Background: an optimization exercise with open tools, aiming at small area, a short achievable clock period and few clock cycles per item. Do not read the settings as production practice.
At most, simulation tests tie the RTL to the original design; equivalence was not proved.
Function not checked in run 2: the RTL went through the layout flow alone.

$ cat flow/config.mk
export PLATFORM = sky130hd
export DESIGN_NAME = functional_unit
export DESIGN_NICKNAME = functional_unit
export VERILOG_FILES = /design/flow/design.v
export SDC_FILE = /design/flow/constraint.sdc
export NUM_CORES = 4
export LEC_CHECK = 0
export CAP_MARGIN = 20
export CORE_MARGIN = 2
export CORE_UTILIZATION = 40
export SLEW_MARGIN = 20
$ cat flow/constraint.sdc
create_clock -name core_clock -period 16.0 [get_ports {clk}]
set_input_delay 3.2000 -clock core_clock [delete_from_list [all_inputs] [get_ports {clk}]]
set_output_delay 3.2000 -clock core_clock [all_outputs]
set_load 0.01 [all_outputs]
$ cat flow/design.v
module functional_unit(
    input[9:0] y_input,
    input clk,
    input start,
    input rst_n,
    output reg [1:0] state,
    output reg [7:0] x_guess,
    output reg done
    );
    reg [1:0] next_state;  
    reg [7:0] lower, upper, mid;
    reg [7:0] next_lower, next_upper;
    reg [7:0] x_guess_next;
    reg [9:0] diff, update_diff, last_comp;
    reg [9:0] func;
    parameter [1:0] IDLE=0;
    parameter [1:0] CALC=1;
    parameter [1:0] FINISH=2;
    always@(posedge clk) begin
        if (~rst_n) begin
            lower<=8'd0;
            upper<=8'd255;
            state<=IDLE;
            x_guess<=8'd0;
        end else begin
            upper<=next_upper;
            lower<=next_lower;
            state<=next_state;
            x_guess<=x_guess_next;
        end
    end
    always @(*) begin
        done=1'b0;
        next_state=state;
        next_upper=upper;
        next_lower=lower;
        x_guess_next=x_guess;
        mid=8'd0;
        func=10'd0;
        diff=10'd0;
        update_diff=10'd0;
        last_comp=10'd0;
        case (state) 
            IDLE: begin
                if (start) begin
                    next_state=CALC;
                end
            end
            CALC: begin
                if (lower<upper) begin
                    next_state=CALC;
                    mid=(lower+upper)/2;
                    func=(24*mid+3000)/10;
                    update_diff=(func-y_input)>=0?(func-y_input):(y_input-func);
                    diff=((24*x_guess+3000)/10-y_input)>=0?((24*x_guess+3000)/10-y_input):(y_input-(24*x_guess+3000)/10);
                    if (update_diff<diff) begin
                        x_guess_next=mid;
                    end else begin 
                        x_guess_next=x_guess;
                    end
                    if (func<y_input) begin
                        next_lower=mid+1;
                    end else begin
                        next_upper=mid-1;
                    end
                end
                else if (lower==upper) begin
                    next_state=FINISH;
                    x_guess_next=lower;
                end
                else begin
                    next_state=FINISH;
                    func=(24*x_guess+3000)/10;
                    if (func>y_input) begin
                        last_comp=(24*(x_guess-1)+3000)/10;
                        update_diff=y_input-last_comp;
                        diff=func-y_input;
                        if (update_diff<diff) begin
                            x_guess_next=x_guess-1;
                        end else begin
                            x_guess_next=x_guess;
                        end
                    end
                    else if (func<y_input) begin
                        last_comp=(24*(x_guess+1)+3000)/10;
                        update_diff=last_comp-y_input;
                        diff=y_input-func;
                        if (update_diff<diff) begin
                            x_guess_next=x_guess+1;
                        end else begin
                            x_guess_next=x_guess;
                        end
                    end
                    else begin
                        x_guess_next=x_guess;
                    end
                end
            end
            FINISH: begin
                done=1'b1;
                next_state=IDLE;
                x_guess_next=8'd0;
                next_lower=8'd0;
                next_upper=8'd255;
            end
        endcase
    end
endmodule
$ cat flow/run.sh
#!/bin/bash
# synth_recipe.tcl (not shown) runs the flow's synth.tcl, then flattens the netlist and writes it again
# the make line also repeats each setting of config.mk as NAME=value (left out here)
make -C /OpenROAD-flow-scripts/flow DESIGN_CONFIG=/design/flow/config.mk WORK_HOME=/design/flow/orfs CLKGATE_MAP_FILE= SYNTH_SCRIPT=/design/flow/synth_recipe.tcl finish
==> results.yml, run 1 <==
layout:
  multi_input_area_sq_mm: 0.0146
  fin_cells: 2741
  drive_gt1_frac: 0.0927
  final_area_sq_mm: 0.0168
  n_fill_cell: 3943
  areaGrowthSynthToFinish_pct: 7.27
  num_antenna_cells: 0
  nNetsFinal: 2409
  seqCellArea_sq_um: 524
floorplan:
  die_area_sq_mm: 0.0408
  initial_core_util: 0.406
  die_w_um: 202
  die_h_um: 202
  io_pins: 24
  fp.coreArea_sq_mm: 0.0386
  rows: 72
logic_synthesis:
  synth_largest_area_cell: "ha_1"
  yosys-top-cells-count: "179 x nand2_1, 173 x nor2_1, 163 x a21oi_1"
  yosysTopAreaCellShare: 0.129
  syn_area_sq_mm: 0.0157
  synth_most_common_cell: "nand2_1"
  ys_seq_elements: 26
  ys.flop_type: "dfxtp_1"
  syn_nets: 2430
  syn_avg_cell_area_sq_um: 6.98
  synth.top_cells.by_area: "ha_1 13%, xnor2_1 8.0%, a21oi_1 5.2%, o21ai_0 4.5%, nand2_1 4.3%"
  ys_seq_area_frac: 0.0332
  synth_edf_count: 0
  postSynth.asyncResetShare: 0
  synth_cell_types: 125
  ys_warn_count: 1
  syn_inst: 2246
sta:
  period_share: 0.944
  period_minus_slack_ns: 15.11
  timing.fmax_mhz: 66.2
  setup_ws_ns: 0.894
  relSlewSlack: 0.252
  finalClockSkew_ns: 0.00560
  whs_ns: 0.535
  setup_viol: 0
  hold_viol_final: 0
  slew_viol_final: 0
  worst_pin_slew_ns: 1.11
  tns_ns: 0
setup_path:
  slowest_delay_ns: 0.52
  required_ns: 16.18
  worstPathMaxFanout: 14
  rr_endpoint: "x_guess[5]"
  end_kind: "flip-flop"
  crit_slowest_cell: "or4b_1"
  arrival_ns: 15.29
  r2r_setup_slack_ns: 0.89
  startpoint_type: "flip-flop"
  ff2ff_path_depth: 63
  critPathMostFrequentCell: "ha_1"
  r2r-start: "x_guess[1]"
  criticalPathCategory: "reg2reg"
cts:
  cts.sinks: 26
  clockRootBuffer: "clkbuf_16"
  clk_latency_ns: 0.26
  postCtsHoldBufs: 0
  htree_levels: 1
  cts_made_buffers: 3
  cts_tree: "done"
  cts_buffer_depth: 2
  clk_pin_slew_worst_paths_ns: 0.07
global_routing:
  grt_use_total: 0.234
  grt_pass1_vias: 15400
  grt-ovfl-total: 0
  grt_max_degree: 29
  grt_pass1_wl_um: 81200
  antenna_found_initial: 0
placed_design:
  place.gp.congestion: 0.918
  dp_hpwl_um: 39900
  io_buffers: 23
  pre_cts_slack_ns: 0.201
  placed_area_sq_mm: 0.0164
  dp_cells: 2727
hold_path:
  min_path_cells: 2
  whs_endpoint: "upper[6]"
  worstHoldPathType: "reg2reg"
  hold_path_startpoint: "upper[6]"
drt:
  wl_um: 49900
  first_pass_iters: 6
  wl_per_cell_um: 18.2
  route.detailed.drc: 0
  via_per_inst: 6.28
  vias: 17200
  ant_nets: 0
  first_iter_violations: 1397
run:
  cap_viol_max_count: 0
status:
  outcome: "complete, no violations"
[metal layers]
metal | global-route usage | wire (um) | vias up | share of wire
li1 | - | - | 8440 | -
met1 | 0.339 | 24000 | 8158 | 0.48
met2 | 0.369 | 22100 | 544 | 0.44
met3 | 0.0203 | 2600 | 74 | 0.052
met4 | 0.0591 | 1220 | 0 | 0.024
met5 | 0 | 0 | - | 0
[flip-flops by register name, indices dropped and copies added, names as in the netlist]
signal,flops
lower,8
upper,8
x_guess,8
state,2
[cell families after synthesis]
family,share of synthesized area
adders and majority gates,0.145
buffers and inverters,0.0531
AOI/OAI and AO/OA,0.361
muxes,0.0282
and+or+nand+nor,0.258
DFF,0.0332
xor gates and xnor gates,0.121
[placed cells by master, fill, tap and decap left out, drive strengths merged, types with 53 or more instances in the layout]
master,n
a21oi,166
xor2,62
a21o,53
ha,162
xnor2,146
inv,105
nor2,176
nor3,79
nand3,78
o21ai,162
nand2,180
[worst max-delay path by stage]
| stage | end | slack (ns) | from |
|---|---|---|---|
| 5_1_grt | x_guess[3] | -0.02 | x_guess[1] |
| 6_report | x_guess[5] | 0.89 | x_guess[1] |
| 3_3_place_gp | x_guess[1] | 0.30 | lower[0] |
| 4_1_cts | x_guess[1] | 0.16 | lower[0] |
| 2_1_floorplan | x_guess[6] | 2.11 | x_guess[0] |
| 3_5_place_dp | x_guess[1] | 0.20 | lower[0] |
[critical path: cells and delay by family, from the launching register on]
| family | cells | cell delay [ns] |
|---|---|---|
| DFF | 1 | 0.38 |
| and+or+nand+nor | 20 | 4.44 |
| xor gates and xnor gates | 1 | 0.16 |
| muxes | 1 | 0.33 |
| adders and majority gates | 7 | 2.16 |
| buffers and inverters | 5 | 1.09 |
| AOI/OAI and AO/OA | 29 | 6.45 |
[per-stage QoR]
step,util
final,0.435
after global routing,0.435
after CTS,0.426
after detailed placement,0.424
after global placement,0.424
after floorplan,-
[area by class of cell]
type / instances / area share
Tap cell: 518 / 0.0385
Sequential cell: 26 / 0.0312
Timing Repair Buffer: 68 / 0.0338
Clock buffer: 3 / 0.00446
Multi-Input combinational cell: 2019 / 0.868
Inverter: 107 / 0.0245
[what timing repair did]
item                       4_1_cts  5_1_grt
setup endpoints to repair        0       24
setup buffers                    0        9
gates resized for setup          0       58
Testbench counts, summed over its fixed seeds: cycles 32,357, items 3,200.
==> run 2, diff against run 1 <==
==> flow/design.v (replaced) <==
module functional_unit(
    input [9:0] y_input,
    input clk,
    input start,
    input rst_n,
    output [1:0] state,
    output reg [7:0] x_guess,
    output done
    );
    reg busy;
    wire [12:0] v = 13'd5 * y_input - 13'd1489;
    wire [6:0] k = v / 13'd24;
    wire lo = y_input < 10'd303;
    wire hi = y_input >= 10'd910;
    wire [7:0] x_next = lo ? 8'd0 : hi ? 8'd255 : {k, 1'b0};
    always @(posedge clk) begin
        busy <= rst_n & start;
        x_guess <= x_next;
    end
    assign done = busy;
    assign state = {busy, 1'b0};
endmodule
==> run 2 against run 1 <==
Net effect: utilization increased by 4.3 points; cell count decreased by 87%; maximum frequency increased by 91%; global-route usage decreased by 4.4 points; critical endpoint is now x_guess[1].
==> results.yml, run 2 <==
run:
  cap_viol_max_count: 0
setup_path:
  startpoint_type: "input port"
  criticalPathCategory: "in2reg"
  worstPathCellList: "clkdlybuf4s50_1 > ha_1 > fa_1 > ha_1 > a21oi_2 > o22ai_1 > and3_4 > nor4_1 > nor2_1 > a211oi_1 > o32ai_2 > nor2_1 > nor3_1 > or4b_1 > a41oi_1"
  required_ns: 16.15
  end_kind: "flip-flop"
  crit_slowest_cell: "nor4_1"
  arrival_ns: 8.07
  worstPathMaxFanout: 14
  slowest_delay_ns: 0.62
sta:
  slew_viol_final: 0
  hold_viol_final: 0
  period_share: 0.495
  rsz0062_at_grt: "no"
  setup_viol: 0
  timing.fmax_mhz: 126
  relSlewSlack: 0.336
  setup_ws_ns: 8.08
  tns_ns: 0
  worst_pin_slew_ns: 0.993
  period_minus_slack_ns: 7.92
floorplan:
  rows: 25
  die_h_um: 74.5
  io_pins: 24
  initial_core_util: 0.418
  die_area_sq_mm: 0.00555
  fp.coreArea_sq_mm: 0.00475
  die_w_um: 74.5
logic_synthesis:
  syn_inst: 264
  syn_nets: 304
  ys_seq_area_frac: 0.0906
  yosysTopAreaCellShare: 0.145
  ys.flop_type: "dfxtp_1"
  ys_seq_elements: 9
  postSynth.asyncResetShare: 0
  syn_area_sq_mm: 0.00199
  synth_largest_area_cell: "ha_1"
  ys_warn_count: 1
  synth_edf_count: 0
  synth.top_cells.by_area: "ha_1 14%, dfxtp_1 9.1%, a21oi_1 6.0%, nor2_1 4.5%, o21ai_0 4.3%"
  synth_cell_types: 66
  syn_avg_cell_area_sq_um: 7.53
  yosys-top-cells-count: "24 x a21oi_1, 24 x nor2_1, 23 x ha_1"
cts:
  postCtsHoldBufs: 0
  clockRootBuffer: "clkbuf_8"
  post_cts_buffers: 0
  cts_buffer_depth: 2
  cts.sinks: 9
  cts_tree: "done"
  cts-resized-gates: 0
  clk_pin_slew_worst_paths_ns: 0.04
  cts_made_buffers: 3
  htree_levels: 1
hold_path:
  worstHoldPathType: "in2reg"
  min_path_cells: 2
layout:
  areaGrowthSynthToFinish_pct: 14.3
  reg_top3: "x_guess (8), busy (1)"
  nNetsFinal: 320
  n_fill_cell: 493
  layout_common_cells: "24 x a21oi_1, 24 x nor2_1, 23 x ha_1, 22 x clkdlybuf4s50_1, 18 x nand2_1"
  num_antenna_cells: 0
  largest_register: "x_guess"
  drive_gt1_frac: 0.0753
  largest_reg_flops: 8
drt:
  wl_per_cell_um: 14.3
  via_per_inst: 5.99
  vias: 2074
  met2_length_um: 2370
  first_iter_violations: 175
  wl_um: 4940
  route.detailed.drc: 0
  ant_nets: 0
  top_layer: "met4"
  first_pass_iters: 4
  wl_met3_um: 240
  met1_length_um: 2330
global_routing:
  antenna_found_initial: 0
  grt-ovfl-total: 0
  grt_max_degree: 18
  grt_use_total: 0.189
  grt_pass1_wl_um: 8550
  grt_pass1_vias: 1859
placed_design:
  place.gp.congestion: 0.899
  io_buffers: 22
  dp_hpwl_um: 3920
  pre_cts_slack_ns: 7.87
status:
  outcome: "complete, no violations"
-- run 2: logic make-up (layout without fill, tap and decap cells) --
family	Yosys count	in the layout	synth area share
AO/OA/AOI/OAI	99	99	0.363
AND/OR/NAND/NOR	87	87	0.215
adder cells (fa/ha/maj)	28	28	0.190
buffers and inverters	24	39	0.0585
XOR/XNOR	13	13	0.0642
flip-flops	9	9	0.0906
multiplexers	3	3	0.0164
other	1	1	0.00189
-- run 2: final timing paths --
| check | start | endpoint | slack (ns) |
|---|---|---|---|
| worst min-delay path | start | busy | 3.55 |
| worst max-delay path | y_input[2] | x_guess[1] | 8.08 |
-- run 2: cell type report --
class,count,area (sq um),area share
multi-input cells,231,1690,0.744
repair buffers,23,228,0.100
flip-flops and latches,9,180,0.0793
well taps,67,83.8,0.0369
clock buffers,4,45.0,0.0198
inverters,12,45.0,0.0198
-- run 2: per-stage QoR --
stage | instances | utilization | instance area [sq um] | hold slack, ns
2_1_floorplan | 264 | - | 1990 | 3.32
3_3_place_gp | 342 | 0.469 | 2230 | 3.77
3_5_place_dp | 342 | 0.469 | 2230 | 3.78
4_1_cts | 346 | 0.478 | 2270 | 3.55
5_1_grt | 346 | 0.478 | 2270 | 3.56
6_report | 346 | 0.478 | 2270 | 3.55
-- run 2: metal layers --
metal,track usage,up-vias
met5,0,-
met4,0.0278,0
met2,0.311,78
met3,0.0163,2
li1,-,1033
met1,0.276,961
-- run 2: critical path, delay by kind of cell --
kind                       cells  cell delay, ns
AOI/OAI and AO/OA              5            1.07
adders and majority gates      3            1.07
buffers and inverters          1            0.48
and+or+nand+nor                6            2.22

static timing again, ports no longer ideal:
How much do the figures lean on ideal ports? The routed layouts below were timed once more, with nothing changed but the port constraints. Step 1 assumes that a clkbuf_16 drives the clock port and a buf_2 every other input. Step 2 also shifts input and output timing later by t, the mid clock arrival at the registers, as if the neighbouring blocks saw the same clock. Slacks: no drivers / after step 1 / after step 2; pairs: no drivers / after step 1.
run	shift t [ns]	slack for setup (ns)	worst setup path after step 2
run 1	0.292	0.894 / 0.894 / 0.894	register to register
run 2	0.247	8.079 / 8.079 / 7.832	input to register
After both steps setup and hold are still met in every run listed. For run 2, which loses most, drivers alone change the setup slack by 0.000 ns; drivers and shift together by -0.247 ns.
